This is an optimization exercise on Yosys and OpenROAD, whose aim is a short achievable clock period and few clock cycles, not a production implementation.
No run shown here included a check of the RTL's function; only the layout flow was run.
No run shown here takes its clock network from TritonCTS; it comes from the design's own scripts or RTL.
The flow treats the clock pin as an ideal source. Dropping or thinning the clock tree relies on that and would not hold on a real chip.
Power and IR drop assume default switching activity.

**design/flow/config.mk**
```make
export PLATFORM = sky130hd
export DESIGN_NAME = top
export DESIGN_NICKNAME = top
export VERILOG_FILES = /design/flow/design.v
export SDC_FILE = /design/flow/constraint.sdc
export NUM_CORES = 8
export LEC_CHECK = 0
export CAP_MARGIN = 20
export CORE_MARGIN = 2
export CORE_UTILIZATION = 40
export SETUP_SLACK_MARGIN = 3.0
export SLEW_MARGIN = 20
export SYNTH_HIERARCHICAL = 1
export SYNTH_MINIMUM_KEEP_SIZE = 0
```
**design/flow/constraint.sdc**
```tcl
create_clock -name core_clock -period 4.2 [get_ports {clk}]
set_input_delay 0.8400 -clock core_clock [delete_from_list [all_inputs] [get_ports {clk}]]
set_output_delay 0.8400 -clock core_clock [all_outputs]
set_load 0.01 [all_outputs]
```
**design/flow/design.v**
```verilog
`timescale 1ns / 1ps
module nextpc (
    input logic reset,
    input logic cap,
    input logic [15:0] inst,
    input logic [4:0] pc,
    input logic halted,
    input logic bp_cur,
    input logic replay,   
    input logic [4:0] d_pc,   
    input logic d_v,   
    input logic d_br,   
    input logic d_halt,   
    input logic ex_br,   
    input logic ex_halt,   
    output logic pred,
    output logic take,
    output logic [4:0] pc_f,
    output logic halted_d   
);
  logic is_br;
  logic [4:0] tgt, pc_seq;
  assign is_br = (inst[15:13] == 3'b101);
  assign tgt = inst[12:8];
  assign pc_seq = halted ? 5'd0 : pc + 5'd1;
  assign pred = bp_cur;
  assign take = is_br && pred && !halted && !replay;
  always_comb
    if (reset) pc_f = cap ? (is_br ? tgt : 5'd1) : 5'd0;
    else if (replay) pc_f = d_pc;
    else if (take) pc_f = tgt;
    else pc_f = pc_seq;
  logic is_halt, halt_now;
  assign is_halt = (inst[15:13] == 3'b111);
  assign halt_now = (is_halt && !(d_v && (d_br || d_halt)) && !ex_br) ||
                    (d_v && d_halt && !ex_br) || ex_halt;
  assign halted_d = reset ? (cap && is_halt) : (halted || halt_now);
endmodule
`timescale 1ns / 1ps
module add8 (
    input  logic [7:0] a,
    input  logic [7:0] b,
    output logic [7:0] s
);
  logic [7:0] g0, p0, g1, p1, g2, p2, g3;
  assign g0 = a & b;
  assign p0 = a ^ b;
  always_comb begin
    g1[0] = g0[0];
    p1[0] = p0[0];
    for (int i = 1; i < 8; i++) begin
      g1[i] = g0[i] | (p0[i] & g0[i-1]);
      p1[i] = p0[i] & p0[i-1];
    end
    for (int i = 0; i < 2; i++) begin
      g2[i] = g1[i];
      p2[i] = p1[i];
    end
    for (int i = 2; i < 8; i++) begin
      g2[i] = g1[i] | (p1[i] & g1[i-2]);
      p2[i] = p1[i] & p1[i-2];
    end
    for (int i = 0; i < 4; i++) g3[i] = g2[i];
    for (int i = 4; i < 8; i++) g3[i] = g2[i] | (p2[i] & g2[i-4]);
  end
  assign s = p0 ^ {g3[6:0], 1'b0};
endmodule
`timescale 1ns / 1ps
module brres (
    input  logic [1:0] ne,
    input  logic br,
    input  logic pred,
    input  logic reset,
    output logic taken,
    output logic mispredict
);
  assign taken = (ne == 2'd0);
  assign mispredict = !reset && br && (pred ? !taken : taken);
endmodule
`timescale 1ns / 1ps
module mux2 #(
    parameter int WIDTH = 8
) (
    input logic [WIDTH - 1:0] d0,
    input logic [WIDTH - 1:0] d1,
    input logic s,
    output logic [WIDTH - 1:0] y
);
  assign y = s ? d1 : d0;
endmodule
module fwd8 (
    input  logic [7:0] d0,
    input  logic [7:0] d1,
    input  logic s,
    output logic [7:0] y
);
  assign y = d0 | (d1 & {8{s}});
endmodule
module ao21 (
    input  logic a,
    input  logic b,
    input  logic c,
    output logic y
);
  assign y = a | (b & c);
endmodule
`timescale 1ns / 1ps
module bpsel (
    input logic [31:0] bp,
    input logic [4:0] a,
    output logic y
);
  logic [31:0] oh;
  always_comb
    for (int j = 0; j < 32; j++) oh[j] = (a == 5'(j));
  assign y = (oh & bp) != 32'd0;
endmodule
`timescale 1ns / 1ps
module fctl (
    input logic [15:0] inst,
    input logic reset,   
    input logic d_v,
    input logic d_wr,
    input logic d_add,
    input logic d_st,
    input logic [3:0] d_dst,
    input logic [3:0] d_sta,
    input logic ex_wr,
    input logic [3:0] ex_dst,
    output logic is_st,
    output logic is_ld,
    output logic is_add,
    output logic is_br,
    output logic is_halt,
    output logic f_wr,
    output logic [3:0] dst,
    output logic [3:0] sta,
    output logic [15:0] ra_oh,
    output logic [15:0] rb_oh,
    output logic ra_r,
    output logic rb_r,
    output logic st_r,
    output logic ra_s,
    output logic ra_l,
    output logic ra_w,
    output logic rb_s,
    output logic rb_l,
    output logic rb_w,
    output logic st_s,
    output logic st_l,
    output logic st_w,
    output logic st_k,
    output logic fwm,
    output logic rep   
);
  logic [2:0] op;
  logic imm;
  logic [3:0] rd, ra, rb;
  assign op = inst[15:13];
  assign imm = inst[12];
  assign rd = inst[11:8];
  assign ra = inst[7:4];
  assign rb = inst[3:0];
  assign is_st = (op == 3'b000);
  assign is_ld = (op == 3'b001);
  assign is_add = (op == 3'b010);
  assign is_br = (op == 3'b101);
  assign is_halt = (op == 3'b111);
  assign f_wr = is_ld || is_add;
  assign dst = (is_ld && !imm) ? ra : rd;
  assign sta = imm ? rd : ra;
  always_comb
    for (int j = 0; j < 16; j++) begin
      ra_oh[j] = (ra == 4'(j));
      rb_oh[j] = (rb == 4'(j));
    end
  logic ea, eb, wa, wb, live;
  assign live = !reset;
  assign ea = live && d_v && d_wr && (d_dst == ra);
  assign eb = live && d_v && d_wr && (d_dst == rb);
  assign wa = live && ex_wr && (ex_dst == ra);
  assign wb = live && ex_wr && (ex_dst == rb);
  assign ra_r = !ea && !wa;
  assign rb_r = !eb && !wb;
  assign st_r = !imm && !eb && !wb;
  assign ra_s = ea && d_add;
  assign ra_l = ea && !d_add;
  assign ra_w = !ea && wa;
  assign rb_s = eb && d_add;
  assign rb_l = eb && !d_add;
  assign rb_w = !eb && wb;
  assign st_s = !imm && eb && d_add;
  assign st_l = !imm && eb && !d_add;
  assign st_w = !imm && !eb && wb;
  assign st_k = imm;
  assign fwm = live && d_v && d_st && (d_sta == rb);
  assign rep = is_br && (ra_s || rb_s);
endmodule
`timescale 1ns / 1ps
`timescale 1ns / 1ps
`timescale 1ns / 1ps
`timescale 1ns / 1ps
`timescale 1ns / 1ps
module top (
    input logic clk,
    input logic reset,
    output logic [4:0] curr_inst_addr,
    input logic [15:0] curr_inst,
    output logic write_enable_dmem,
    output logic [3:0] write_addr_dmem,
    output logic [7:0] write_data_dmem,
    output logic halted
);
  logic [7:0] rf[16];
  logic [7:0] dm[16];
  logic [4:0] pc;
  logic [4:0] pc_o;   
  logic halted_r;
  logic [31:0] bp_t;
  logic bp_cur;   
  logic d_v, d_st, d_add, d_br, d_halt, d_wr, d_imm, d_pred;
  logic [7:0] d_k8;
  logic [3:0] d_dst, d_sta;
  logic [15:0] d_rb;
  logic d_dm_r, d_dm_s;   
  logic d_rep;   
  logic [4:0] d_pc1, d_tgt, d_pc;
  logic [15:0] d_ra;
  logic d_ra_r, d_rb_r, d_st_r;
  logic d_ra_s, d_ra_l, d_ra_w;
  logic d_rb_s, d_rb_l, d_rb_w;
  logic d_st_s, d_st_l, d_st_w, d_st_k;
  logic ex_wr, ex_add, ex_br, ex_halt, ex_pred, ex_bpa;
  logic [3:0] ex_dst;
  logic [15:0] ex_we;   
  logic [7:0] ex_a, ex_b, ex_l;
  logic [1:0] ex_ne;   
  logic [4:0] ex_alt;   
  logic [31:0] ex_bpc;   
  logic bu_v, bu_t;
  logic [31:0] bu_a;
  logic w_v;
  logic [15:0] w_we;
  logic [7:0] w_d;
  logic st_v;
  logic [3:0] st_a;
  logic [7:0] st_d;
  logic [7:0] st_d_o;   
  logic [15:0] st_we;   
  assign curr_inst_addr = pc_o;
  assign write_enable_dmem = st_v;
  assign write_addr_dmem = st_a;
  assign write_data_dmem = st_d_o;
  assign halted = halted_r;
  logic [7:0] sum, res;
  logic taken;
  add8 add (
      .a(ex_a),
      .b(ex_b),
      .s(sum)
  );
  mux2 #(8) res_mux (
      .d0(ex_l),
      .d1(sum),
      .s (ex_add),
      .y (res)
  );
  logic mispredict;
  brres cmp (
      .ne(ex_ne),
      .br(ex_br),
      .pred(ex_pred),
      .reset(reset),
      .taken(taken),
      .mispredict(mispredict)
  );
  logic [7:0] rfa, rfb, a_e, b_e, s_e, a_n, b_n, s_n, dmb;
  always_comb begin
    rfa = 8'd0;
    rfb = 8'd0;
    dmb = 8'd0;
    for (int j = 0; j < 16; j++) begin
      rfa = rfa | (rf[j] & {8{d_ra[j]}});
      rfb = rfb | (rf[j] & {8{d_rb[j]}});
      dmb = dmb | (dm[j] & {8{d_rb[j]}});
    end
    a_e = (ex_l & {8{d_ra_l}}) | (w_d & {8{d_ra_w}}) | (rfa & {8{d_ra_r}});
    b_e = (ex_l & {8{d_rb_l}}) | (w_d & {8{d_rb_w}}) | (rfb & {8{d_rb_r}});
    s_e = (ex_l & {8{d_st_l}}) | (w_d & {8{d_st_w}}) | (rfb & {8{d_st_r}}) | (d_k8 & {8{d_st_k}});
  end
  fwd8 a_mux (
      .d0(a_e),
      .d1(sum),
      .s (d_ra_s),
      .y (a_n)
  );
  fwd8 b_mux (
      .d0(b_e),
      .d1(sum),
      .s (d_rb_s),
      .y (b_n)
  );
  fwd8 s_mux (
      .d0(s_e),
      .d1(sum),
      .s (d_st_s),
      .y (s_n)
  );
  logic [7:0] s_n_o;
  fwd8 s_mux_o (
      .d0(s_e),
      .d1(sum),
      .s (d_st_s),
      .y (s_n_o)
  );
  logic [7:0] l_n;
  assign l_n = (dmb & {8{d_dm_r}}) | (st_d & {8{d_dm_s}}) | (d_k8 & {8{d_imm}});
  logic is_st, is_ld, is_add, is_br, is_halt, f_wr;
  logic [3:0] dst, sta;
  logic [15:0] ra_oh, rb_oh;
  logic ra_r, rb_r, st_r;
  logic ra_s, ra_l, ra_w, rb_s, rb_l, rb_w, st_s, st_l, st_w, st_k, fwm, rep;
  fctl fc (
      .inst(curr_inst),
      .reset(reset),
      .d_v(d_v),
      .d_wr(d_wr),
      .d_add(d_add),
      .d_st(d_st),
      .d_dst(d_dst),
      .d_sta(d_sta),
      .ex_wr(ex_wr),
      .ex_dst(ex_dst),
      .is_st(is_st),
      .is_ld(is_ld),
      .is_add(is_add),
      .is_br(is_br),
      .is_halt(is_halt),
      .f_wr(f_wr),
      .dst(dst),
      .sta(sta),
      .ra_oh(ra_oh),
      .rb_oh(rb_oh),
      .ra_r(ra_r),
      .rb_r(rb_r),
      .st_r(st_r),
      .ra_s(ra_s),
      .ra_l(ra_l),
      .ra_w(ra_w),
      .rb_s(rb_s),
      .rb_l(rb_l),
      .rb_w(rb_w),
      .st_s(st_s),
      .st_l(st_l),
      .st_w(st_w),
      .st_k(st_k),
      .fwm(fwm),
      .rep(rep)
  );
  logic r0cap;
  logic cap;
  assign cap = !r0cap && (pc == 5'd0);
  logic bp_seq;
  bpsel bps (
      .bp({bp_t[0], bp_t[31:1]}),
      .a (pc),
      .y (bp_seq)
  );
  logic replay;
  assign replay = d_v && d_rep;
  logic pred, take, bp_d, halted_d;
  logic [4:0] pc_f, pc_d;
  nextpc npc (
      .reset(reset),
      .cap(cap),
      .inst(curr_inst),
      .pc(pc),
      .halted(halted_r),
      .bp_cur(bp_cur),
      .replay(replay),
      .d_pc(d_pc),
      .d_v(d_v),
      .d_br(d_br),
      .d_halt(d_halt),
      .ex_br(ex_br),
      .ex_halt(ex_halt),
      .pred(pred),
      .take(take),
      .pc_f(pc_f),
      .halted_d(halted_d)
  );
  mux2 #(5) pc_mux (
      .d0(pc_f),
      .d1(ex_alt),
      .s (mispredict),
      .y (pc_d)
  );
  logic [4:0] pc_od;
  mux2 #(5) pc_mux_o (
      .d0(pc_f),
      .d1(ex_alt),
      .s (mispredict),
      .y (pc_od)
  );
  logic seq_ok;
  assign seq_ok = !mispredict && !take && !reset && !replay;
  ao21 bp_ao (
      .a((mispredict && ex_bpa) || (replay && !reset && d_pred)),
      .b(seq_ok),
      .c(bp_seq),
      .y(bp_d)
  );
  logic f_ok, d_ok;
  assign f_ok = !halted_r && !(d_v && d_halt) && !ex_halt && !mispredict && !replay;
  assign d_ok = d_v && !mispredict && !replay;
  logic [4:0] pc1;
  assign pc1 = pc + 5'd1;
  always_ff @(posedge clk) begin
    pc <= pc_d;
    pc_o <= pc_od;
    bp_cur <= bp_d;
    halted_r <= halted_d;
    if (reset) begin
      r0cap <= cap;
      d_v <= cap;
      ex_wr <= 1'b0;
      ex_br <= 1'b0;
      ex_halt <= 1'b0;
      bu_v <= 1'b0;
      w_v <= 1'b0;
      st_v <= 1'b0;
      bp_t <= '1;
    end else begin
      r0cap <= 1'b0;
      d_v <= f_ok;
      ex_wr <= d_ok && d_wr;
      ex_br <= d_ok && d_br;
      ex_halt <= d_ok && d_halt;
      w_v <= ex_wr;
      st_v <= d_ok && d_st;
      bu_v <= ex_br;
      for (int j = 0; j < 32; j++) if (bu_v && bu_a[j]) bp_t[j] <= bu_t;
    end
  end
  always_ff @(posedge clk) begin
    d_st <= is_st;
    d_add <= is_add;
    d_br <= is_br;
    d_halt <= is_halt;
    d_wr <= f_wr;
    d_imm <= curr_inst[12];
    d_k8 <= curr_inst[7:0];
    d_dst <= dst;
    d_sta <= sta;
    d_rb <= rb_oh;
    d_pred <= pred || reset;
    d_pc1 <= pc1;
    d_tgt <= curr_inst[12:8];
    d_pc <= pc;
    d_ra <= ra_oh;
    d_ra_r <= ra_r;
    d_rb_r <= rb_r;
    d_st_r <= st_r;
    {d_ra_s, d_ra_l, d_ra_w} <= {ra_s, ra_l, ra_w};
    {d_rb_s, d_rb_l, d_rb_w} <= {rb_s, rb_l, rb_w};
    {d_st_s, d_st_l, d_st_w, d_st_k} <= {st_s, st_l, st_w, st_k};
    d_dm_r <= !fwm && !curr_inst[12];
    d_dm_s <= fwm && !curr_inst[12];
    d_rep <= rep && !reset;
  end
  always_ff @(posedge clk) begin
    ex_add <= d_add;
    ex_dst <= d_dst;
    ex_we <= 16'd1 << d_dst;
    ex_a <= a_n;
    ex_b <= b_n;
    ex_ne <= {(a_e[7:4] ^ b_e[7:4]) != 4'd0, (a_e[3:0] ^ b_e[3:0]) != 4'd0};
    ex_l <= l_n;
    ex_pred <= d_pred;
    ex_alt <= d_pred ? d_pc1 : d_tgt;
    ex_bpa <= d_pred ? bp_t[d_pc1] : bp_t[d_tgt];
    ex_bpc <= 32'd1 << d_pc;
    st_a <= d_sta;
    st_we <= 16'd1 << d_sta;
    st_d <= s_n;
    st_d_o <= s_n_o;
  end
  always_ff @(posedge clk) begin
    bu_t <= taken;
    bu_a <= ex_bpc;
    w_we <= ex_we;
    w_d <= res;
  end
  always_ff @(posedge clk)
    for (int i = 0; i < 16; i++)
      if (reset) rf[i] <= 8'd0;
      else if (w_v && w_we[i]) rf[i] <= w_d;
  always_ff @(posedge clk)
    for (int i = 0; i < 16; i++)
      if (reset) dm[i] <= 8'd0;
      else if (st_v && st_we[i]) dm[i] <= st_d;
endmodule
```
**design/flow/flow/run.sh**
```bash
#!/bin/bash
# Own flow: the standard layout (standard.sh) with two changes:
#  - the clock tree is built by flow/pre_cts.tcl (a two-level balanced tree,
#    see flow/mycts.tcl) instead of TritonCTS;
#  - the cells in flow/dont_use.txt are kept out of synthesis and timing
#    repair: the platform's own DONT_USE_CELLS list, plus full and half adders,
#    slow 3- and 4-input OR/NOR and AOI/OAI cells, 4-input muxes and delay
#    cells, so that abc and the resizer build the logic from faster cells.
# Every tool's output goes to the ORFS logs under orfs/logs and to standard.log.
set -euo pipefail
export PRE_CTS_TCL="$PWD/flow/pre_cts.tcl"
du="$(tr '\n' ' ' < flow/dont_use.txt)"
sed "s|\"\${@:-finish}\"|DONT_USE_CELLS=\"$du\" \"\${@:-finish}\"|" standard.sh > standard_du.sh
bash standard_du.sh ${FLOW_STANDARD_TARGETS:-} > standard.log 2>&1
```
**design/flow/flow/dont_use.txt**
```
sky130_fd_sc_hd__probe_p_8
sky130_fd_sc_hd__probec_p_8
sky130_fd_sc_hd__lpflow_bleeder_1
sky130_fd_sc_hd__lpflow_clkbufkapwr_1
sky130_fd_sc_hd__lpflow_clkbufkapwr_16
sky130_fd_sc_hd__lpflow_clkbufkapwr_2
sky130_fd_sc_hd__lpflow_clkbufkapwr_4
sky130_fd_sc_hd__lpflow_clkbufkapwr_8
sky130_fd_sc_hd__lpflow_clkinvkapwr_1
sky130_fd_sc_hd__lpflow_clkinvkapwr_16
sky130_fd_sc_hd__lpflow_clkinvkapwr_2
sky130_fd_sc_hd__lpflow_clkinvkapwr_4
sky130_fd_sc_hd__lpflow_clkinvkapwr_8
sky130_fd_sc_hd__lpflow_decapkapwr_12
sky130_fd_sc_hd__lpflow_decapkapwr_3
sky130_fd_sc_hd__lpflow_decapkapwr_4
sky130_fd_sc_hd__lpflow_decapkapwr_6
sky130_fd_sc_hd__lpflow_decapkapwr_8
sky130_fd_sc_hd__lpflow_inputiso0n_1
sky130_fd_sc_hd__lpflow_inputiso0p_1
sky130_fd_sc_hd__lpflow_inputiso1n_1
sky130_fd_sc_hd__lpflow_inputiso1p_1
sky130_fd_sc_hd__lpflow_inputisolatch_1
sky130_fd_sc_hd__lpflow_isobufsrc_1
sky130_fd_sc_hd__lpflow_isobufsrc_16
sky130_fd_sc_hd__lpflow_isobufsrc_2
sky130_fd_sc_hd__lpflow_isobufsrc_4
sky130_fd_sc_hd__lpflow_isobufsrc_8
sky130_fd_sc_hd__lpflow_isobufsrckapwr_16
sky130_fd_sc_hd__lpflow_lsbuf_lh_hl_isowell_tap_1
sky130_fd_sc_hd__lpflow_lsbuf_lh_hl_isowell_tap_2
sky130_fd_sc_hd__lpflow_lsbuf_lh_hl_isowell_tap_4
sky130_fd_sc_hd__lpflow_lsbuf_lh_isowell_4
sky130_fd_sc_hd__lpflow_lsbuf_lh_isowell_tap_1
sky130_fd_sc_hd__lpflow_lsbuf_lh_isowell_tap_2
sky130_fd_sc_hd__lpflow_lsbuf_lh_isowell_tap_4
sky130_fd_sc_hd__fill_1
sky130_fd_sc_hd__fill_2
sky130_fd_sc_hd__fill_4
sky130_fd_sc_hd__fill_8
sky130_fd_sc_hd__fa_1
sky130_fd_sc_hd__fa_2
sky130_fd_sc_hd__fa_4
sky130_fd_sc_hd__ha_1
sky130_fd_sc_hd__ha_2
sky130_fd_sc_hd__ha_4
sky130_fd_sc_hd__a2111o_1
sky130_fd_sc_hd__a2111o_2
sky130_fd_sc_hd__a2111o_4
sky130_fd_sc_hd__a2111oi_0
sky130_fd_sc_hd__a2111oi_1
sky130_fd_sc_hd__a2111oi_2
sky130_fd_sc_hd__a2111oi_4
sky130_fd_sc_hd__a311o_1
sky130_fd_sc_hd__a311o_2
sky130_fd_sc_hd__a311o_4
sky130_fd_sc_hd__a311oi_1
sky130_fd_sc_hd__a311oi_2
sky130_fd_sc_hd__a311oi_4
sky130_fd_sc_hd__clkdlybuf4s15_1
sky130_fd_sc_hd__clkdlybuf4s15_2
sky130_fd_sc_hd__clkdlybuf4s18_1
sky130_fd_sc_hd__clkdlybuf4s18_2
sky130_fd_sc_hd__clkdlybuf4s25_1
sky130_fd_sc_hd__clkdlybuf4s25_2
sky130_fd_sc_hd__clkdlybuf4s50_1
sky130_fd_sc_hd__clkdlybuf4s50_2
sky130_fd_sc_hd__dlygate4sd1_1
sky130_fd_sc_hd__dlygate4sd2_1
sky130_fd_sc_hd__dlygate4sd3_1
sky130_fd_sc_hd__dlymetal6s2s_1
sky130_fd_sc_hd__dlymetal6s4s_1
sky130_fd_sc_hd__dlymetal6s6s_1
sky130_fd_sc_hd__nor3_1
sky130_fd_sc_hd__nor3_2
sky130_fd_sc_hd__nor3_4
sky130_fd_sc_hd__nor3b_1
sky130_fd_sc_hd__nor3b_2
sky130_fd_sc_hd__nor3b_4
sky130_fd_sc_hd__nor4_1
sky130_fd_sc_hd__nor4_2
sky130_fd_sc_hd__nor4_4
sky130_fd_sc_hd__nor4b_1
sky130_fd_sc_hd__nor4b_2
sky130_fd_sc_hd__nor4b_4
sky130_fd_sc_hd__nor4bb_1
sky130_fd_sc_hd__nor4bb_2
sky130_fd_sc_hd__nor4bb_4
sky130_fd_sc_hd__o2111a_1
sky130_fd_sc_hd__o2111a_2
sky130_fd_sc_hd__o2111a_4
sky130_fd_sc_hd__o2111ai_1
sky130_fd_sc_hd__o2111ai_2
sky130_fd_sc_hd__o2111ai_4
sky130_fd_sc_hd__o311a_1
sky130_fd_sc_hd__o311a_2
sky130_fd_sc_hd__o311a_4
sky130_fd_sc_hd__o311ai_0
sky130_fd_sc_hd__o311ai_1
sky130_fd_sc_hd__o311ai_2
sky130_fd_sc_hd__o311ai_4
sky130_fd_sc_hd__or3_1
sky130_fd_sc_hd__or3_2
sky130_fd_sc_hd__or3_4
sky130_fd_sc_hd__or3b_1
sky130_fd_sc_hd__or3b_2
sky130_fd_sc_hd__or3b_4
sky130_fd_sc_hd__or4_1
sky130_fd_sc_hd__or4_2
sky130_fd_sc_hd__or4_4
sky130_fd_sc_hd__or4b_1
sky130_fd_sc_hd__or4b_2
sky130_fd_sc_hd__or4b_4
sky130_fd_sc_hd__or4bb_1
sky130_fd_sc_hd__or4bb_2
sky130_fd_sc_hd__or4bb_4
sky130_fd_sc_hd__mux4_1
sky130_fd_sc_hd__mux4_2
sky130_fd_sc_hd__mux4_4
```
**design/flow/flow/mycts.tcl**
```tcl
# Manual two-level clock tree: R root buffers driven by the clock port, each driving
# some of K leaf buffers; each leaf buffer drives a cluster of flip-flops (capacitated k-means).
proc mycts_kmeans {xs ys K cap} {
  set n [llength $xs]
  set cx {}; set cy {}
  set idx [lsort -real -indices $xs]
  for {set k 0} {$k < $K} {incr k} {
    set i [lindex $idx [expr {int(($k + 0.5) * $n / $K)}]]
    lappend cx [lindex $xs $i]; lappend cy [lindex $ys $i]
  }
  for {set iter 0} {$iter < 40} {incr iter} {
    set cnt [lrepeat $K 0]
    set asg [lrepeat $n -1]
    set pairs {}
    for {set i 0} {$i < $n} {incr i} {
      set x [lindex $xs $i]; set y [lindex $ys $i]
      for {set k 0} {$k < $K} {incr k} {
        set dx [expr {$x-[lindex $cx $k]}]; set dy [expr {$y-[lindex $cy $k]}]
        lappend pairs [list [expr {$dx*$dx+$dy*$dy}] $i $k]
      }
    }
    set pairs [lsort -real -index 0 $pairs]
    set left $n
    foreach p $pairs {
      lassign $p d i k
      if {[lindex $asg $i] >= 0} continue
      if {[lindex $cnt $k] >= $cap} continue
      lset asg $i $k
      lset cnt $k [expr {[lindex $cnt $k]+1}]
      incr left -1
      if {$left == 0} break
    }
    set sx [lrepeat $K 0.0]; set sy [lrepeat $K 0.0]
    for {set i 0} {$i < $n} {incr i} {
      set k [lindex $asg $i]
      lset sx $k [expr {[lindex $sx $k] + [lindex $xs $i]}]
      lset sy $k [expr {[lindex $sy $k] + [lindex $ys $i]}]
    }
    for {set k 0} {$k < $K} {incr k} {
      set c [lindex $cnt $k]
      if {$c > 0} {
        lset cx $k [expr {[lindex $sx $k] / $c}]
        lset cy $k [expr {[lindex $sy $k] / $c}]
      }
    }
  }
  return [list $asg $cx $cy $cnt]
}

proc mycts_build {K R leafm rootm} {
  set db [ord::get_db]
  set block [ord::get_db_block]
  set clknet [$block findNet clk]
  set sinks [$clknet getITerms]
  set n [llength $sinks]
  set xs {}; set ys {}
  foreach it $sinks {
    set bb [[$it getInst] getBBox]
    lappend xs [expr {([$bb xMin]+[$bb xMax])/2.0}]
    lappend ys [expr {([$bb yMin]+[$bb yMax])/2.0}]
  }
  lassign [mycts_kmeans $xs $ys $K [expr {int(ceil(1.1 * $n / $K))}]] asg cx cy cnt
  lassign [mycts_kmeans $cx $cy $R [expr {int(ceil(1.0 * $K / $R))}]] rasg rx ry rcnt
  puts "MYCTS sinks $n leaves $K roots $R leafcounts $cnt rootcounts $rcnt"
  set lm [$db findMaster $leafm]
  set rm [$db findMaster $rootm]
  set rnets {}
  for {set r 0} {$r < $R} {incr r} {
    set b [odb::dbInst_create $block $rm "clkroot_$r"]
    $b setLocation [expr {int([lindex $rx $r])}] [expr {int([lindex $ry $r])}]
    $b setPlacementStatus PLACED
    [$b findITerm A] connect $clknet
    set rn [odb::dbNet_create $block "clkroot_net_$r"]
    $rn setSigType CLOCK
    [$b findITerm X] connect $rn
    lappend rnets $rn
  }
  set lnets {}
  for {set k 0} {$k < $K} {incr k} {
    set b [odb::dbInst_create $block $lm "clkleaf_$k"]
    $b setLocation [expr {int([lindex $cx $k])}] [expr {int([lindex $cy $k])}]
    $b setPlacementStatus PLACED
    [$b findITerm A] connect [lindex $rnets [lindex $rasg $k]]
    set ln [odb::dbNet_create $block "clkleaf_net_$k"]
    $ln setSigType CLOCK
    [$b findITerm X] connect $ln
    lappend lnets $ln
  }
  for {set i 0} {$i < $n} {incr i} {
    set it [lindex $sinks $i]
    $it disconnect
    $it connect [lindex $lnets [lindex $asg $i]]
  }
  $clknet setSigType CLOCK
}
```
**design/flow/flow/pre_cts.tcl**
```tcl
# PRE_CTS_TCL hook: replace TritonCTS with a two-level balanced clock tree
# (4 root buffers on the clock port, each driving about 6 leaf buffers, each
# leaf buffer driving a cluster of about 21 flip-flops; see mycts.tcl).
source [file join [file dirname [info script]] mycts.tcl]
rename clock_tree_synthesis orig_clock_tree_synthesis
proc clock_tree_synthesis {args} {
  mycts_build 24 4 sky130_fd_sc_hd__clkbuf_16 sky130_fd_sc_hd__clkbuf_16
}
```
**design/flow/standard.sh**
```bash
#!/bin/bash
# synth_recipe.tcl (not shown) runs the flow's synth.tcl, then flattens the netlist and writes it again
# the make line also repeats each setting of config.mk as NAME=value (left out here)
make -C /OpenROAD-flow-scripts/flow DESIGN_CONFIG=/design/flow/config.mk WORK_HOME=/design/flow/orfs CLKGATE_MAP_FILE= SYNTH_SCRIPT=/design/flow/synth_recipe.tcl "${@:-finish}"
```
==> out/results.txt, run 1 <==
status = finished clean
Die Area = 57400 sq um
max-slew violations = 0
final setup margin = 2.31 ns
cts-stage hold buffer count = 0
Post-synth ARST share = 0%
Clk pin slew, worst setup/hold paths = 0.10 ns
first-pass GRT wire length = 132 mm
post-synth net total = 2564
CP Cell Sequence = mux2i_4 -> buf_6 -> buf_16 -> mux2i_2 -> mux2i_1 -> mux2i_1 -> mux2i_1 -> a211o_2
GP Congestion = 0.946
most common cell after layout, fill and taps aside = dfxtp_1
Synth Area in Adders = 0%
Via density = 6.13
Yosys top cell by area = dfxtp_1
Die Span Y = 240 um
Final Routed Wirelength = 93.1 mm
Tot Pwr = 10.6 mW
HPWL after DPL = 52.8 mm
Post-synth EDFFs = 0
Setup WS pre-CTS = 1.50 ns
Peak Freq = 530 MHz
Worst path most repeated cell = mux2i_1
relative slew slack = 45.4%
worst skew pair latency = 0.40 ns
Max stage delay on crit path = 0.38 ns
fraction of layout cells with a size suffix above 1 = 37.0%
vias in the first global route = 20.3k
Max-Cap Viols = 0
IO Count = 37
crit path max-delay cell type = dfxtp_4
Post-Synth Simple-Gate Area = 20.9%
Layout area overhead = 37.7%
CP Class = reg2reg
die width = 240 um
Synth Area in Compound Gates = 17.4%
Top FF cell, synth = dfxtp_1
Mapped Avg Cell Area = 8.72 sq um
mux contribution to synthesized area = 3.20%
DRT iter0 DRCs = 2605
Post-Layout Cell Count = 3485
TNS Setup = 0 ns
Mapped Area = 22200 sq um
pwr/cell area = 348 nW/um^2
Worst EP arrival = 2.14 ns
minimum clock period = 1.89 ns
pin count of the biggest net entering global routing = 65
PortBufs = 36
CP required = 4.45 ns
VDD IR-drop max = 0.320 mV
NumNets Final = 2757
Post-Syn Instances = 2546
WP buf/inv = 2
routed vias = 21.3k
CP delay by family, top = multiplexers
Starting Density = 40.4%
Synth area leaders = dfxtp_1 52%, nand3_1 7.5%, a22oi_1 7.4%, nand2_1 6.7%, a21oi_1 6.1%
Rows = 86
clock skew = 0.0671 ns
GRT Total Usage = 30.5%
ANT nets after route = 0
crit-path max FO = 7
post-synth cell types = 61
fin crit share = 44.9%
CP Launch Type = register
P_leak = 10.7 nW
hold slack = 0.313 ns
area share of the largest cell type after synthesis = 51.6%
Final Hold Vio Count = 0
FF+latch count, synth = 572
# setup viols final = 0
most frequent cells in the layout = 466 x dfxtp_1, 361 x nand2_1, 297 x nand3_1
core region area = 55000 sq um
initial antenna violation count = 2
DRC errors left = 0
Placed Instances = 3123
sequential fraction of the synthesis area = 51.6%
post-DR wirelength/cell = 26.7 um
Worst-Margin Slew = 0.818 ns
Min-Delay Path Class = reg2reg
main combinational cell family by area after synthesis = simple AND/OR/NAND/NOR gates
Critical Path End Type = register
Yosys warnings = 13
Synth Area in XOR/XNOR = 2.15%
grt total ovfl = 0
# diodes = 0
1st-pass router iterations = 6
RSZ-0062 raised after global routing = yes
-- synth_stat cells, types with 8 or more instances --
master and n:
a21o_1 35, nor2b_1 13, or2_2 11, clkbuf_1 146, buf_2 24, xnor2_1 36
a21oi_1 269, nor2_1 141, mux2_4 9, buf_1 37, nand2b_1 26, a222oi_1 8
a22oi_1 218, inv_1 11, nand3_1 331, dfxtp_1 572, o21ai_0 37, xor2_1 13
and2_1 10, nand2_1 398, mux2_2 22, nand4_1 58, mux2i_1 26, buf_6 15
-- cell type report --
cell class                      instances  area [sq um]
Timing Repair Buffer                  386          4690
Multi-Input combinational cell       1738         12500
Inverter                               11          57.6
Sequential cell                       572         11700
Timing Repair inverter                  2          36.3
Fill cell                            4694         24400
Buffer                                 28           701
Tap cell                              748           936
-- timing repair --
item / CTS / global route
resized for setup: 599 / 306
gates cloned: 58 / 7
endpoints found under the setup margin: 457 / 400
pin swaps: 133 / 111
buffers inserted: 150 / 119
-- flip-flops by register name, indices dropped and copies added, names as in the netlist, 8 cells and up --
signal	flops
ex_b	8
bu_a	32
st_d	8
ex_l	8
bp_t	32
d_ra	16
ex_a	8
st_d_o	8
d_k8	8
st_we	16
w_we	16
rf	128
dm	128
w_d	8
ex_we	16
ex_bpc	32
d_rb	16
-- cells by family after synthesis --
kind of cell,count (synthesis)
compound gates,608
flops,572
buf+inv,237
xor+xnor,52
mux,61
simple gates,1016
-- per-module statistics from Yosys (local to each module, per instance), a selection --
| module | cell area [sq um] | copies in the design | flops+latches | cells inside |
|---|---|---|---|---|
| nextpc | 263 | 1 | 0 | 37 |
| fctl | 783 | 1 | 0 | 127 |
| brres | 23.8 | 1 | 0 | 3 |
| fwd8 | 71.3 | 4 | 0 | 9 |
| bpsel | 430 | 1 | 0 | 59 |
| top | 19800 | 1 | 572 | 2214 |
| ao21 | 7.51 | 1 | 0 | 1 |
| add8 | 364 | 1 | 0 | 50 |
-- per-layer routing --
| layer | share of wire [%] | track usage, % |
|---|---|---|
| met3 | 9.3 | 4.93 |
| met5 | 0.014 | 0 |
| met1 | 40 | 40.5 |
| met4 | 6.3 | 14.8 |
| met2 | 45 | 48.2 |
-- worst paths after layout --
| path | startpoint | to | slack [ns] | cells past startpoint |
|---|---|---|---|---|
| min | ex_we[7]$_SDFF_PP0_ | w_we[7]$_DFF_P_ | 0.31 | 0 |
| min reg2reg | ex_we[7]$_SDFF_PP0_ | w_we[7]$_DFF_P_ | 0.31 | 0 |
| max | d_pred$_DFF_P_ | ex_bpa$_DFF_P_ | 2.31 | 8 |
| max reg2reg | d_pred$_DFF_P_ | ex_bpa$_DFF_P_ | 2.31 | 8 |
-- where the power goes --
group | total (mW) | internal (mW) | switching [mW]
clock | 2.88 | 1.21 | 1.67
combinational | 1.74 | 0.862 | 0.877
sequential | 6.02 | 5.64 | 0.373
total | 10.6 | 7.71 | 2.92
-- stage by stage --
step	instance area, sq um	util (%)
detailed placement	23800	43.3
finish	30600	55.6
global route	30600	55.6
global placement	23800	43.3
floorplan	24600	-
CTS	28700	52.3
-- worst register-to-register path: stages (launching register included) --
cell	delay (ns)
dfxtp_4	0.38
mux2i_4	0.28
buf_6	0.15
buf_16	0.12
mux2i_2	0.21
mux2i_1	0.09
mux2i_1	0.17
mux2i_1	0.10
a211o_2	0.30
==> run 2, diff against run 1 <==
--- a/design/flow/design.v
+++ b/design/flow/design.v
@@ -69,3 +69,3 @@
 module brres (
-    input  logic [1:0] ne,
+    input  logic ne,
     input  logic br,
@@ -76,4 +76,4 @@
 );
-  assign taken = (ne == 2'd0);
-  assign mispredict = !reset && br && (pred ? !taken : taken);
+  assign taken = !ne;
+  assign mispredict = !reset && br && (pred ? ne : !ne);
 endmodule
@@ -236,3 +236,3 @@
   logic [7:0] ex_a, ex_b, ex_l;
-  logic [1:0] ex_ne;   
+  logic ex_ne;   
   logic [4:0] ex_alt;   
@@ -247,3 +247,2 @@
   logic [7:0] st_d;
-  logic [7:0] st_d_o;   
   logic [15:0] st_we;   
@@ -252,3 +251,3 @@
   assign write_addr_dmem = st_a;
-  assign write_data_dmem = st_d_o;
+  assign write_data_dmem = st_d;
   assign halted = halted_r;
@@ -308,11 +307,15 @@
   );
-  logic [7:0] s_n_o;
-  fwd8 s_mux_o (
-      .d0(s_e),
-      .d1(sum),
-      .s (d_st_s),
-      .y (s_n_o)
-  );
   logic [7:0] l_n;
   assign l_n = (dmb & {8{d_dm_r}}) | (st_d & {8{d_dm_s}}) | (d_k8 & {8{d_imm}});
+  logic bp_pc1, bp_tgt;
+  bpsel bp1 (
+      .bp(bp_t),
+      .a (d_pc1),
+      .y (bp_pc1)
+  );
+  bpsel bp2 (
+      .bp(bp_t),
+      .a (d_tgt),
+      .y (bp_tgt)
+  );
   logic is_st, is_ld, is_add, is_br, is_halt, f_wr;
@@ -476,3 +479,3 @@
     ex_b <= b_n;
-    ex_ne <= {(a_e[7:4] ^ b_e[7:4]) != 4'd0, (a_e[3:0] ^ b_e[3:0]) != 4'd0};
+    ex_ne <= (a_e ^ b_e) != 8'd0;
     ex_l <= l_n;
@@ -480,3 +483,3 @@
     ex_alt <= d_pred ? d_pc1 : d_tgt;
-    ex_bpa <= d_pred ? bp_t[d_pc1] : bp_t[d_tgt];
+    ex_bpa <= d_pred ? bp_pc1 : bp_tgt;
     ex_bpc <= 32'd1 << d_pc;
@@ -485,3 +488,2 @@
     st_d <= s_n;
-    st_d_o <= s_n_o;
   end
==> run 2 against run 1 <==
  * Still clean on timing, DRC and antenna
  * Maximum frequency grew 5.5%
  * Worst hold slack gained 0.014 ns
  * Final cell count grew 1.5%
  * Wire length shrank 1.9%
  * Design area grew 0.58%
  * Die area grew 2.5%
  * Highest routed layer is now met4
==> out/results.txt, run 2 <==
TNS Setup = 0 ns
ANT nets after route = 0
Placed Instances = 3204
cell area after layout = 30700 sq um
max-slew violations = 0
core region area = 56400 sq um
CP Launch Type = register
most common cell after layout, fill and taps aside = dfxtp_1
1st-pass router iterations = 7
RSZ-0062 raised after global routing = yes
HPWL after DPL = 53.8 mm
Worst-Margin Slew = 0.674 ns
Starting Density = 40.4%
NumNets Final = 2801
Final Hold Vio Count = 0
first-pass GRT wire length = 129 mm
PortBufs = 36
fraction of layout cells with a size suffix above 1 = 38.4%
Via density = 6.16
GP Congestion = 1.01
Post-synth EDFFs = 0
final setup margin = 2.41 ns
crit-path max FO = 4
Setup WS pre-CTS = 1.60 ns
Post-synth ARST share = 0%
minimum clock period = 1.79 ns
# diodes = 0
Die Area = 58900 sq um
Critical Path End Type = register
sequential fraction of the synthesis area = 49.5%
Post-Layout Cell Count = 3537
Tot Pwr = 10.6 mW
Clk pin slew, worst setup/hold paths = 0.10 ns
fin crit share = 42.6%
post-synth net total = 2640
Layout area overhead = 35.0%
post-place instance area = 24300 sq um
P_leak = 10.6 nW
hold slack = 0.328 ns
Die Span Y = 243 um
Yosys top cell by area = dfxtp_1
Min-Delay Path Class = reg2reg
vias in the first global route = 20.3k
Final Util = 54.5%
CP Class = reg2reg
post-synth cell types = 62
Rows = 87
Max-Cap Viols = 0
clock skew = 0.0348 ns
grt total ovfl = 0
GRT Total Usage = 28.3%
FF+latch count, synth = 563
Post-Syn Instances = 2622
pwr/cell area = 343 nW/um^2
post-DR wirelength/cell = 25.8 um
relative slew slack = 55.0%
largest registers = dm: 128 flops, rf: 128 flops
Peak Freq = 559 MHz
VDD IR-drop max = 0.359 mV
Yosys warnings = 13
# setup viols final = 0
worst skew pair latency = 0.38 ns
pin count of the biggest net entering global routing = 65
Mapped Avg Cell Area = 8.68 sq um
die width = 243 um
top cells by count, synth = 563 x dfxtp_1, 409 x nand2_1, 334 x nand3_1
IO Count = 37
status = finished clean
Top FF cell, synth = dfxtp_1
initial antenna violation count = 0
area share of the largest cell type after synthesis = 49.5%
routed vias = 21.8k
DRT iter0 DRCs = 2745
most frequent cells in the layout = 454 x dfxtp_1, 376 x nand2_1, 298 x nand3_1
Mapped Area = 22800 sq um
Worst EP arrival = 2.05 ns
most frequent cell after synthesis = dfxtp_1
CP required = 4.46 ns
Final Routed Wirelength = 91.3 mm
DRC errors left = 0
Synth area leaders = dfxtp_1 49%, nand3_1 7.3%, a22oi_1 7.1%, nand2_1 6.7%, a21oi_1 6.2%
==> run 2: cell count changes after synthesis, moves of 7 or more <==
cell	previous run	this run
a21oi_1	269	280
a22oi_2	1	10
buf_6	15	40
clkbuf_1	146	122
dfxtp_1	572	563
mux2i_1	26	10
nand2_1	398	409
nand4_1	58	69
o21ai_0	37	28
o21ai_1	1	14
xnor2_1	36	29
==> run 2: layout make-up <==
type / instances / area, sq um
tap: 756 / 946
timing repair buffer: 365 / 4270
fill: 4903 / 25600
multi-input combinational: 1810 / 13200
buffer: 28 / 701
inverter: 13 / 65.1
timing repair inverter: 2 / 40.0
sequential: 563 / 11500
==> run 2: timing repair <==
item / in CTS / in global routing
setup endpoints to repair: 446 / 402
hold buffers: 0 / 0
setup buffers: 162 / 92
pin swaps: 139 / 95
resized for setup: 615 / 322
gates cloned: 46 / 5
==> run 2: worst paths after layout <==
check | start | to | slack [ns] | depth (start not counted)
worst min register to register | ex_we[1]$_SDFF_PP0_ | w_we[1]$_DFF_P_ | 0.33 | 0
worst max register to register | d_rb[0]$_DFF_P_ | ex_b[2]$_DFF_P_ | 2.41 | 8
worst max-delay path | d_rb[0]$_DFF_P_ | ex_b[2]$_DFF_P_ | 2.41 | 8
worst min-delay path | ex_we[1]$_SDFF_PP0_ | w_we[1]$_DFF_P_ | 0.33 | 0
==> run 2: cells by family (layout without fill, tap and decap cells) <==
kind of cell	Yosys count	after routing	share of synthesized area (%)
AOI/OAI and AO/OA	650	650	18.5
muxes	54	54	2.80
xor gates and xnor gates	44	44	1.79
buffers and inverters	250	408	5.79
DFF	563	563	49.5
and+or+nand+nor	1061	1062	21.6
==> run 2: critical path, stage by stage, from the launching register on <==
cell	delay, ns
dfxtp_4	0.36
buf_6	0.14
a22oi_2	0.20
nand4_1	0.21
o21ai_4	0.23
buf_1	0.16
buf_1	0.14
nand2_1	0.07
a21o_1	0.17
==> run 2: Yosys stat by module, one instance, submodules excluded, a selection <==
module	times used	flip-flops and latches
top	1	563
add8	1	0
bpsel	3	0
brres	1	0
fwd8	3	0
fctl	1	0
ao21	1	0
nextpc	1	0
==> run 2: per-layer routing <==
| layer | track usage (%) | share of wire, % |
|---|---|---|
| met5 | 0 | 0 |
| met4 | 9.38 | 4.2 |
| met3 | 5.65 | 11 |
| met2 | 43.7 | 44 |
| met1 | 39.4 | 41 |
==> run 2: power breakdown <==
group          internal [mW]  leakage [nW]  switching [mW]  total (mW)
Sequential              5.56          4.63           0.368        5.93
Clock                   1.21         0.345            1.67        2.88
Combinational          0.831          5.65           0.921        1.75
==> run 3, diff against run 2 <==
--- a/design/flow/design.v
+++ b/design/flow/design.v
@@ -6,2 +6,3 @@
     input logic [4:0] pc,
+    input logic [4:0] pcn,   
     input logic halted,
@@ -10,2 +11,3 @@
     input logic [4:0] d_pc,   
+    input logic [4:0] d_pc1,   
     input logic d_v,   
@@ -18,2 +20,3 @@
     output logic [4:0] pc_f,
+    output logic [4:0] pcn_f,   
     output logic halted_d   
@@ -21,6 +24,8 @@
   logic is_br;
-  logic [4:0] tgt, pc_seq;
+  logic [4:0] tgt, tgt1, pc_seq, pcn_seq;
   assign is_br = (inst[15:13] == 3'b101);
   assign tgt = inst[12:8];
-  assign pc_seq = halted ? 5'd0 : pc + 5'd1;
+  assign tgt1 = tgt + 5'd1;
+  assign pc_seq = halted ? 5'd0 : pcn;
+  assign pcn_seq = halted ? 5'd1 : pcn + 5'd1;
   assign pred = bp_cur;
@@ -32,2 +37,7 @@
     else pc_f = pc_seq;
+  always_comb
+    if (reset) pcn_f = cap ? (is_br ? tgt1 : 5'd2) : 5'd1;
+    else if (replay) pcn_f = d_pc1;
+    else if (take) pcn_f = tgt1;
+    else pcn_f = pcn_seq;
   logic is_halt, halt_now;
@@ -216,2 +226,3 @@
   logic [4:0] pc;
+  logic [4:0] pcn;   
   logic [4:0] pc_o;   
@@ -238,2 +249,3 @@
   logic [4:0] ex_alt;   
+  logic [4:0] ex_alt1;   
   logic [31:0] ex_bpc;   
@@ -367,4 +379,4 @@
   bpsel bps (
-      .bp({bp_t[0], bp_t[31:1]}),
-      .a (pc),
+      .bp(bp_t),
+      .a (pcn),
       .y (bp_seq)
@@ -374,3 +386,3 @@
   logic pred, take, bp_d, halted_d;
-  logic [4:0] pc_f, pc_d;
+  logic [4:0] pc_f, pc_d, pcn_f, pcn_d;
   nextpc npc (
@@ -380,2 +392,3 @@
       .pc(pc),
+      .pcn(pcn),
       .halted(halted_r),
@@ -384,2 +397,3 @@
       .d_pc(d_pc),
+      .d_pc1(d_pc1),
       .d_v(d_v),
@@ -392,2 +406,3 @@
       .pc_f(pc_f),
+      .pcn_f(pcn_f),
       .halted_d(halted_d)
@@ -400,2 +415,8 @@
   );
+  mux2 #(5) pcn_mux (
+      .d0(pcn_f),
+      .d1(ex_alt1),
+      .s (mispredict),
+      .y (pcn_d)
+  );
   logic [4:0] pc_od;
@@ -418,6 +439,5 @@
   assign d_ok = d_v && !mispredict && !replay;
-  logic [4:0] pc1;
-  assign pc1 = pc + 5'd1;
   always_ff @(posedge clk) begin
     pc <= pc_d;
+    pcn <= pcn_d;
     pc_o <= pc_od;
@@ -459,3 +479,3 @@
     d_pred <= pred || reset;
-    d_pc1 <= pc1;
+    d_pc1 <= pcn;
     d_tgt <= curr_inst[12:8];
@@ -483,2 +503,3 @@
     ex_alt <= d_pred ? d_pc1 : d_tgt;
+    ex_alt1 <= d_pred ? d_pc1 + 5'd1 : d_tgt + 5'd1;
     ex_bpa <= d_pred ? bp_pc1 : bp_tgt;
==> run 3 against run 2 <==
  * Flip-flop and latch count up 10
  * First-iteration DRC count down 1.3%
  * Clock skew decreased by 0.013 ns
  * Largest cell class unchanged
  * Synthesized cell count grew 1.6%
  * Still clean
==> out/results.txt, run 3 <==
max-slew violations = 0
Rows = 88
grt total ovfl = 0
Tot Pwr = 10.8 mW
PortBufs = 36
DRT iter0 DRCs = 2710
most frequent cell after synthesis = dfxtp_1
core region area = 57500 sq um
most common cell after layout, fill and taps aside = dfxtp_1
largest registers = dm: 128 flops, rf: 128 flops
fraction of layout cells with a size suffix above 1 = 40.4%
VDD IR-drop max = 0.363 mV
pin count of the biggest net entering global routing = 65
Max-Cap Viols = 0
Critical Path End Type = register
1st-pass router iterations = 6
Post-synth ARST share = 0%
# fillers = 4827
Via density = 6.25
CP Cell Sequence = buf_8 -> and4b_4 -> mux2i_2 -> o32ai_2 -> a21o_1 -> mux2_4
Post-Syn Instances = 2663
post-synth net total = 2681
DRC errors left = 0
Starting Density = 40.4%
NumNets Final = 2887
crit path max-delay cell type = and4b_4
CP Class = in2reg
Worst-Margin Slew = 0.759 ns
ANT nets after route = 0
minimum clock period = 1.91 ns
Yosys top cell by area = dfxtp_1
Sw Ratio = 28.1%
pwr/cell area = 335 nW/um^2
initial antenna violation count = 0
Mapped Avg Cell Area = 8.71 sq um
Top FF cell, synth = dfxtp_1
clock skew = 0.0216 ns
Cell Int Power = 7.76 mW
post-DR wirelength/cell = 25.8 um
Yosys warnings = 13
routed vias = 22.7k
register area = 11700 sq um
Worst EP arrival = 2.18 ns
die width = 245 um
IO Count = 37
Clk pin slew, worst setup/hold paths = 0.10 ns
P_leak = 11.1 nW
TNS Setup = 0 ns
crit-path max FO = 4
Final Hold Vio Count = 0
# setup viols final = 0
CP Launch Type = primary input
sequential fraction of the synthesis area = 49.4%
most frequent cells in the layout = 473 x dfxtp_1, 340 x nand2_1, 284 x nand3_1
vias in the first global route = 20.6k
relative slew slack = 49.3%
Die Span Y = 245 um
Peak Freq = 524 MHz
status = finished clean
Post-synth EDFFs = 0
Max stage delay on crit path = 0.36 ns
Min-Delay Path Class = reg2reg
Mapped Area = 23200 sq um
GRT Total Usage = 28.4%
CP required = 4.47 ns
# diodes = 0
top cells by count, synth = 573 x dfxtp_1, 413 x nand2_1, 334 x nand3_1
multi-input logic area = 13800 sq um
Clock power frac = 26.7%
FF+latch count, synth = 573
Gate power share = 17.1%
HPWL after DPL = 53.8 mm
post-synth cell types = 67
worst skew pair latency = 0.37 ns
first-pass GRT wire length = 131 mm
Synth area leaders = dfxtp_1 49%, nand3_1 7.2%, a22oi_1 7.1%, nand2_1 6.7%, a21oi_1 6.1%
Layout area overhead = 39.1%
Die Area = 59900 sq um
sw power = 3.04 mW
Flop pwr share = 56.2%
RSZ-0062 raised after global routing = yes
GP Congestion = 0.942
Final Routed Wirelength = 93.6 mm
fin crit share = 45.4%
area share of the largest cell type after synthesis = 49.4%
[run 3: cell types whose count changed after synthesis, moves of 5 or more]
cell,change
a22o_2,-6
dfxtp_1,+10
xnor2_1,+6
o2bb2ai_1,+6
a22o_1,+6
buf_1,-7
buf_2,+14
clkbuf_1,+5
buf_6,-6
[run 3: per-module statistics from Yosys (local to each module, per instance), a selection]
module / times used / flops+latches / cells inside / area (sq um)
top: 1 / 573 / 2191 / 19800
fctl: 1 / 0 / 127 / 783
nextpc: 1 / 0 / 63 / 455
bpsel: 3 / 0 / 59 / 430
add8: 1 / 0 / 50 / 364
fwd8: 3 / 0 / 9 / 71.3
brres: 1 / 0 / 3 / 21.3
ao21: 1 / 0 / 1 / 7.51
[run 3: per-stage QoR]
step / instance area [sq um] / utilization (%) / worst slack, ns / instances / hold WS [ns]
3_3_place_gp: 24800 / 43.1 / 1.66 / 3251 / 0.310
5_1_grt: 32300 / 56.1 / 2.25 / 3632 / 0.337
2_1_floorplan: 25600 / - / 2.21 / 2663 / 0.310
4_1_cts: 29700 / 51.7 / 1.98 / 3488 / 0.312
3_5_place_dp: 24800 / 43.1 / 1.61 / 3251 / 0.312
6_report: 32300 / 56.1 / 2.29 / 3632 / 0.329
[run 3: layout make-up]
cell class                 instances  area share (%)
multi-input combinational       1838            42.7
sequential                       573            36.4
timing repair inverter             2           0.124
timing repair buffer             412            15.4
tap                              765            2.97
buffer                            28            2.17
inverter                          14           0.213
[run 3: per-layer routing]
layer,part of all wire [%],track usage (%),wire length [um],up-vias
met2,45,44.4,41900,1354
met3,9.6,4.28,8960,315
met4,4.9,10.7,4610,0
met1,41,39.5,38100,11164
li1,-,-,-,9859
met5,0,0,0,-
[run 3: cell families after synthesis]
group                  Yosys count  synth area share, %
XOR/XNOR                        48                 1.91
multiplexers                    59                 2.98
AO/OA/AOI/OAI                  661                 18.7
AND/OR/NAND/NOR               1069                 21.4
flip-flops                     573                 49.4
buffers and inverters          253                 5.56
[run 3: worst paths after layout]
kind | cells past startpoint | end | startpoint | slack (ns)
setup reg to reg | 7 | ex_ne$_DFF_P_ | d_rb[0]$_DFF_P_ | 2.32
hold / removal | 0 | bu_a[17]$_DFF_P_ | ex_bpc[17]$_SDFF_PN0_ | 0.33
setup / recovery | 6 | pc[0]$_DFF_P_ | curr_inst[14] | 2.29
hold reg to reg | 0 | bu_a[17]$_DFF_P_ | ex_bpc[17]$_SDFF_PN0_ | 0.33
[run 3: power groups by stage]
stage                     Clock [mW]  Sequential, mW  Combinational, mW
after floorplan                    0            5.90               1.08
after global placement             0            6.22              0.973
after detailed placement           0            6.23              0.981
after CTS                       2.17            6.20               1.47
after global routing            3.07            6.09               1.91
final                           2.88            6.07               1.84
[run 3: what timing repair did]
item	4_1_cts	5_1_grt
hold buffers	0	0
endpoints found under the setup margin	456	406
buffers inserted	155	131
pin swaps	138	131
cloned	54	13
resized for setup	619	462
[run 3: worst max-delay path: cells and delay by family]
kind                   cells  cell delay [ns]
AND/OR/NAND/NOR            1             0.36
AO/OA/AOI/OAI              2             0.36
buffers and inverters      1             0.10
multiplexers               2             0.52
==> run 4, diff against run 3 <==
--- a/design/flow/design.v
+++ b/design/flow/design.v
@@ -6,3 +6,2 @@
     input logic [4:0] pc,
-    input logic [4:0] pcn,   
     input logic halted,
@@ -11,3 +10,2 @@
     input logic [4:0] d_pc,   
-    input logic [4:0] d_pc1,   
     input logic d_v,   
@@ -20,3 +18,2 @@
     output logic [4:0] pc_f,
-    output logic [4:0] pcn_f,   
     output logic halted_d   
@@ -24,8 +21,6 @@
   logic is_br;
-  logic [4:0] tgt, tgt1, pc_seq, pcn_seq;
+  logic [4:0] tgt, pc_seq;
   assign is_br = (inst[15:13] == 3'b101);
   assign tgt = inst[12:8];
-  assign tgt1 = tgt + 5'd1;
-  assign pc_seq = halted ? 5'd0 : pcn;
-  assign pcn_seq = halted ? 5'd1 : pcn + 5'd1;
+  assign pc_seq = halted ? 5'd0 : pc + 5'd1;
   assign pred = bp_cur;
@@ -37,7 +32,2 @@
     else pc_f = pc_seq;
-  always_comb
-    if (reset) pcn_f = cap ? (is_br ? tgt1 : 5'd2) : 5'd1;
-    else if (replay) pcn_f = d_pc1;
-    else if (take) pcn_f = tgt1;
-    else pcn_f = pcn_seq;
   logic is_halt, halt_now;
@@ -79,3 +69,3 @@
 module brres (
-    input  logic ne,
+    input  logic [7:0] ne,
     input  logic br,
@@ -86,4 +76,4 @@
 );
-  assign taken = !ne;
-  assign mispredict = !reset && br && (pred ? ne : !ne);
+  assign taken = (ne == 8'd0);
+  assign mispredict = !reset && br && (pred ? !taken : taken);
 endmodule
@@ -116,2 +106,11 @@
 endmodule
+module andn #(
+    parameter int WIDTH = 5
+) (
+    input  logic [WIDTH - 1:0] a,
+    input  logic b,
+    output logic [WIDTH - 1:0] y
+);
+  assign y = a & ~{WIDTH{b}};
+endmodule
 `timescale 1ns / 1ps
@@ -209,2 +208,12 @@
 `timescale 1ns / 1ps
+module rdsel (
+    input logic [127:0] mem,
+    input logic [15:0] sel,
+    output logic [7:0] y
+);
+  always_comb begin
+    y = 8'd0;
+    for (int j = 0; j < 16; j++) y = y | (mem[8*j+:8] & {8{sel[j]}});
+  end
+endmodule
 `timescale 1ns / 1ps
@@ -226,3 +235,2 @@
   logic [4:0] pc;
-  logic [4:0] pcn;   
   logic [4:0] pc_o;   
@@ -243,3 +251,3 @@
   logic d_st_s, d_st_l, d_st_w, d_st_k;
-  logic ex_wr, ex_add, ex_br, ex_halt, ex_pred, ex_bpa;
+  logic ex_wr, ex_add, ex_br, ex_halt, ex_pred;
   logic [3:0] ex_dst;
@@ -247,5 +255,4 @@
   logic [7:0] ex_a, ex_b, ex_l;
-  logic ex_ne;   
+  logic [7:0] ex_ne;   
   logic [4:0] ex_alt;   
-  logic [4:0] ex_alt1;   
   logic [31:0] ex_bpc;   
@@ -259,7 +266,9 @@
   logic [7:0] st_d;
+  logic st_v_o;   
+  logic [7:0] st_d_o;
   logic [15:0] st_we;   
   assign curr_inst_addr = pc_o;
-  assign write_enable_dmem = st_v;
+  assign write_enable_dmem = st_v_o;
   assign write_addr_dmem = st_a;
-  assign write_data_dmem = st_d;
+  assign write_data_dmem = st_d_o;
   assign halted = halted_r;
@@ -288,14 +297,33 @@
   logic [7:0] rfa, rfb, a_e, b_e, s_e, a_n, b_n, s_n, dmb;
-  always_comb begin
-    rfa = 8'd0;
-    rfb = 8'd0;
-    dmb = 8'd0;
+  logic [127:0] rf_flat, dm_flat;
+  always_comb
     for (int j = 0; j < 16; j++) begin
-      rfa = rfa | (rf[j] & {8{d_ra[j]}});
-      rfb = rfb | (rf[j] & {8{d_rb[j]}});
-      dmb = dmb | (dm[j] & {8{d_rb[j]}});
+      rf_flat[8*j+:8] = rf[j];
+      dm_flat[8*j+:8] = dm[j];
     end
+  rdsel rda (
+      .mem(rf_flat),
+      .sel(d_ra),
+      .y  (rfa)
+  );
+  rdsel rdb (
+      .mem(rf_flat),
+      .sel(d_rb),
+      .y  (rfb)
+  );
+  logic [7:0] rfs;   
+  rdsel rds (
+      .mem(rf_flat),
+      .sel(d_rb),
+      .y  (rfs)
+  );
+  rdsel rdm (
+      .mem(dm_flat),
+      .sel(d_rb),
+      .y  (dmb)
+  );
+  always_comb begin
     a_e = (ex_l & {8{d_ra_l}}) | (w_d & {8{d_ra_w}}) | (rfa & {8{d_ra_r}});
     b_e = (ex_l & {8{d_rb_l}}) | (w_d & {8{d_rb_w}}) | (rfb & {8{d_rb_r}});
-    s_e = (ex_l & {8{d_st_l}}) | (w_d & {8{d_st_w}}) | (rfb & {8{d_st_r}}) | (d_k8 & {8{d_st_k}});
+    s_e = (ex_l & {8{d_st_l}}) | (w_d & {8{d_st_w}}) | (rfs & {8{d_st_r}}) | (d_k8 & {8{d_st_k}});
   end
@@ -319,15 +347,11 @@
   );
+  logic [7:0] s_n_o;
+  fwd8 s_mux_o (
+      .d0(s_e),
+      .d1(sum),
+      .s (d_st_s),
+      .y (s_n_o)
+  );
   logic [7:0] l_n;
   assign l_n = (dmb & {8{d_dm_r}}) | (st_d & {8{d_dm_s}}) | (d_k8 & {8{d_imm}});
-  logic bp_pc1, bp_tgt;
-  bpsel bp1 (
-      .bp(bp_t),
-      .a (d_pc1),
-      .y (bp_pc1)
-  );
-  bpsel bp2 (
-      .bp(bp_t),
-      .a (d_tgt),
-      .y (bp_tgt)
-  );
   logic is_st, is_ld, is_add, is_br, is_halt, f_wr;
@@ -379,4 +403,4 @@
   bpsel bps (
-      .bp(bp_t),
-      .a (pcn),
+      .bp({bp_t[0], bp_t[31:1]}),
+      .a (pc),
       .y (bp_seq)
@@ -386,3 +410,3 @@
   logic pred, take, bp_d, halted_d;
-  logic [4:0] pc_f, pc_d, pcn_f, pcn_d;
+  logic [4:0] pc_f, pc_d;
   nextpc npc (
@@ -392,3 +416,2 @@
       .pc(pc),
-      .pcn(pcn),
       .halted(halted_r),
@@ -397,3 +420,2 @@
       .d_pc(d_pc),
-      .d_pc1(d_pc1),
       .d_v(d_v),
@@ -406,3 +428,2 @@
       .pc_f(pc_f),
-      .pcn_f(pcn_f),
       .halted_d(halted_d)
@@ -415,8 +436,2 @@
   );
-  mux2 #(5) pcn_mux (
-      .d0(pcn_f),
-      .d1(ex_alt1),
-      .s (mispredict),
-      .y (pcn_d)
-  );
   logic [4:0] pc_od;
@@ -431,3 +446,3 @@
   ao21 bp_ao (
-      .a((mispredict && ex_bpa) || (replay && !reset && d_pred)),
+      .a(mispredict || (replay && !reset && d_pred)),
       .b(seq_ok),
@@ -436,2 +451,8 @@
   );
+  logic st_v_od;
+  andn #(1) st_v_gate (
+      .a(!reset && d_v && d_st && !replay),
+      .b(mispredict),
+      .y(st_v_od)
+  );
   logic f_ok, d_ok;
@@ -439,5 +460,7 @@
   assign d_ok = d_v && !mispredict && !replay;
+  logic [4:0] pc1;
+  assign pc1 = pc + 5'd1;
   always_ff @(posedge clk) begin
     pc <= pc_d;
-    pcn <= pcn_d;
+    st_v_o <= st_v_od;
     pc_o <= pc_od;
@@ -479,3 +502,3 @@
     d_pred <= pred || reset;
-    d_pc1 <= pcn;
+    d_pc1 <= pc1;
     d_tgt <= curr_inst[12:8];
@@ -499,3 +522,3 @@
     ex_b <= b_n;
-    ex_ne <= (a_e ^ b_e) != 8'd0;
+    ex_ne <= a_e ^ b_e;
     ex_l <= l_n;
@@ -503,4 +526,2 @@
     ex_alt <= d_pred ? d_pc1 : d_tgt;
-    ex_alt1 <= d_pred ? d_pc1 + 5'd1 : d_tgt + 5'd1;
-    ex_bpa <= d_pred ? bp_pc1 : bp_tgt;
     ex_bpc <= 32'd1 << d_pc;
@@ -509,2 +530,3 @@
     st_d <= s_n;
+    st_d_o <= s_n_o;
   end
==> run 4 against run 3 <==
  * Still clean
  * Total power down 3.5%
  * Clock power about the same
  * Final cell count down 5.7%
  * Synthesized cell count down 3.7%
  * Critical path depth up 1
  * Wire length down 4.9%
  * First-iteration DRC count down 0.74%
  * Global-route usage down 0.26 points
  * Critical endpoint is now ex_a[7]$_DFF_P_
==> out/results.txt, run 4 <==
Mapped Avg Cell Area = 9.02 sq um
Yosys warnings = 14
HPWL after DPL = 53.8 mm
# diodes = 0
PortBufs = 36
TNS Setup = 0 ns
initial antenna violation count = 3
Max-Cap Viols = 0
Final Routed Wirelength = 89.0 mm
Final Hold Vio Count = 0
die width = 245 um
Cell Int Power = 7.60 mW
grt total ovfl = 0
FF+latch count, synth = 578
Die Area = 59800 sq um
area share of the largest cell type after synthesis = 50.0%
most common cell after layout, fill and taps aside = dfxtp_1
status = finished clean
Peak Freq = 452 MHz
Post-Syn Instances = 2565
P_leak = 10.9 nW
most frequent cell after synthesis = dfxtp_1
post-synth net total = 2583
top cells by count, synth = 578 x dfxtp_1, 386 x nand2_1, 330 x nand3_1
GP Congestion = 1.04
# fillers = 4977
Rows = 88
Yosys top cell by area = dfxtp_1
GRT Total Usage = 28.1%
most frequent cells in the layout = 482 x dfxtp_1, 360 x nand2_1, 296 x nand3_1
ANT nets after route = 0
CP Launch Type = register
Flop pwr share = 58.1%
vias in the first global route = 19.8k
sw power = 2.82 mW
post-synth cell types = 64
Starting Density = 40.3%
multi-input logic area = 13500 sq um
largest registers = dm: 128 flops, rf: 128 flops
Min-Delay Path Class = reg2reg
pwr/cell area = 337 nW/um^2
Sw Ratio = 27.1%
NumNets Final = 2681
Critical Path End Type = register
relative slew slack = 48.4%
Via density = 6.12
cts-stage hold buffer count = 0
minimum clock period = 2.21 ns
Post-synth ARST share = 0%
CP Class = reg2reg
VDD IR-drop max = 0.414 mV
worst skew pair latency = 0.37 ns
max-slew violations = 0
Synth area leaders = dfxtp_1 50%, nand3_1 7.1%, nand2_1 6.3%, a21oi_1 5.8%, a22o_1 4.8%
Mapped Area = 23100 sq um
post-DR wirelength/cell = 26.0 um
post-place instance area = 25100 sq um
Layout area overhead = 33.6%
DRT iter0 DRCs = 2690
fin crit share = 52.6%
Top FF cell, synth = dfxtp_1
crit-path max FO = 8
CP required = 4.47 ns
pin count of the biggest net entering global routing = 65
Die Span Y = 245 um
Final Util = 53.8%
register area = 11800 sq um
RSZ-0062 raised after global routing = yes
Worst-Margin Slew = 0.774 ns
routed vias = 21.0k
clock skew = 0.0269 ns
fraction of layout cells with a size suffix above 1 = 37.1%
IO Count = 37
core region area = 57500 sq um
Post-synth EDFFs = 0
first-pass GRT wire length = 129 mm
Clock power frac = 27.8%
DRC errors left = 0
cell area after layout = 30900 sq um
Gate power share = 14.1%
Worst EP arrival = 2.48 ns
1st-pass router iterations = 10
Clk pin slew, worst setup/hold paths = 0.10 ns
# setup viols final = 0
sequential fraction of the synthesis area = 50.0%
run 4: area by class of cell:
cell class | instances | share of cell area [%]
repair inverters | 3 | 0.170
inverters | 31 | 0.461
flip-flops and latches | 578 | 38.1
well taps | 765 | 3.10
plain buffers | 28 | 2.27
multi-input cells | 1712 | 43.7
repair buffers | 309 | 12.2
run 4: worst paths after layout:
| path | startpoint | end | slack (ns) | cells past startpoint |
|---|---|---|---|---|
| max | d_ra[15]$_DFF_P_ | ex_a[7]$_DFF_P_ | 1.99 | 7 |
| min | ex_bpc[7]$_SDFF_PP0_ | bu_a[7]$_DFF_P_ | 0.32 | 0 |
| max reg2reg | d_ra[15]$_DFF_P_ | ex_a[7]$_DFF_P_ | 1.99 | 7 |
| min reg2reg | ex_bpc[7]$_SDFF_PP0_ | bu_a[7]$_DFF_P_ | 0.32 | 0 |
run 4: Yosys stat by module (local to each module, per instance), excerpt:
module / cell area (sq um) / copies in the design / flops+latches / cells
nextpc: 263 / 1 / 0 / 37
ao21: 7.51 / 1 / 0 / 1
fwd8: 71.3 / 4 / 0 / 9
brres: 52.6 / 1 / 0 / 9
fctl: 783 / 1 / 0 / 127
bpsel: 430 / 1 / 0 / 59
rdsel: 749 / 4 / 0 / 88
add8: 364 / 1 / 0 / 50
top: 17700 / 1 / 578 / 1874
run 4: routing by layer:
metal,part of all wire [%],global-route usage (%)
met1,42,39.3
met2,45,44.0
met3,9.2,4.91
met4,4.2,8.88
met5,0.029,0
run 4: logic make-up (layout without fill, tap and decap cells):
group / count (synthesis) / count (layout) / synth area share (%)
buffers and inverters: 275 / 371 / 6.73
and+or+nand+nor: 979 / 979 / 19.4
xor gates and xnor gates: 51 / 51 / 2.03
AOI/OAI and AO/OA: 642 / 642 / 19.8
DFF: 578 / 578 / 50.0
muxes: 40 / 40 / 2.07
run 4: per-stage QoR:
stage | hold slack, ns | std cells | total power [mW] | setup slack [ns]
global placement | 0.310 | 3152 | 7.02 | 1.67
floorplan | 0.310 | 2565 | 6.81 | 2.30
CTS | 0.312 | 3343 | 9.57 | 2.13
detailed placement | 0.312 | 3152 | 7.03 | 1.61
finish | 0.318 | 3426 | 10.4 | 1.99
global route | 0.321 | 3426 | 10.7 | 1.97
run 4: worst max-delay path, cell delays in order, from the launching register on:
cell	delay (ns)
dfxtp_2	0.39
a22o_1	0.23
a221oi_2	0.29
nand4_1	0.38
a222oi_1	0.42
buf_2	0.22
inv_2	0.03
a21o_1	0.15
run 4: what timing repair did:
item	4_1_cts	5_1_grt
buffers inserted	120	82
endpoints found under the setup margin	460	424
cloned	43	1
pin swaps	100	97
gates resized for setup	516	257
run 4: power groups by stage:
stage	logic, mW	registers (mW)	clock network [mW]
floorplan	0.862	5.95	0
global placement	0.775	6.24	0
detailed placement	0.785	6.24	0
CTS	1.15	6.24	2.18
global route	1.53	6.08	3.11
finish	1.46	6.05	2.90

[re-timing with driven ports]
The flow's constraints put no driver on any port. The routed layouts listed below were extracted and timed again, unchanged, in two steps. Step 1, drivers: a clkbuf_16 drives clk and a buf_2 each remaining input, both assumed. Step 2 adds t to the input delays and takes it off the output delays; t is the mean of the earliest and latest rising clock arrival at the registers after step 1. Input paths then give back, and output paths get back, about the clock's delay inside the block. Three values: no drivers, after step 1, after step 2; two values: the first two.
run	t (ns)	setup WS [ns]	hold WS [ns]
run 1	0.487	2.314 / 2.314 / 1.933	0.313 / 0.313 / 0.313
run 2	0.490	2.412 / 2.338 / 1.900	0.328 / 0.327 / 0.327
run 3	0.499	2.291 / 2.321 / 1.826	0.329 / 0.329 / 0.329
run 4	0.497	1.990 / 1.990 / 1.957	0.318 / 0.318 / 0.318
After both steps setup and hold are still met in every run listed. The setup slack of run 2, which loses most, moves by -0.074 ns with the drivers and by -0.512 ns with both steps.
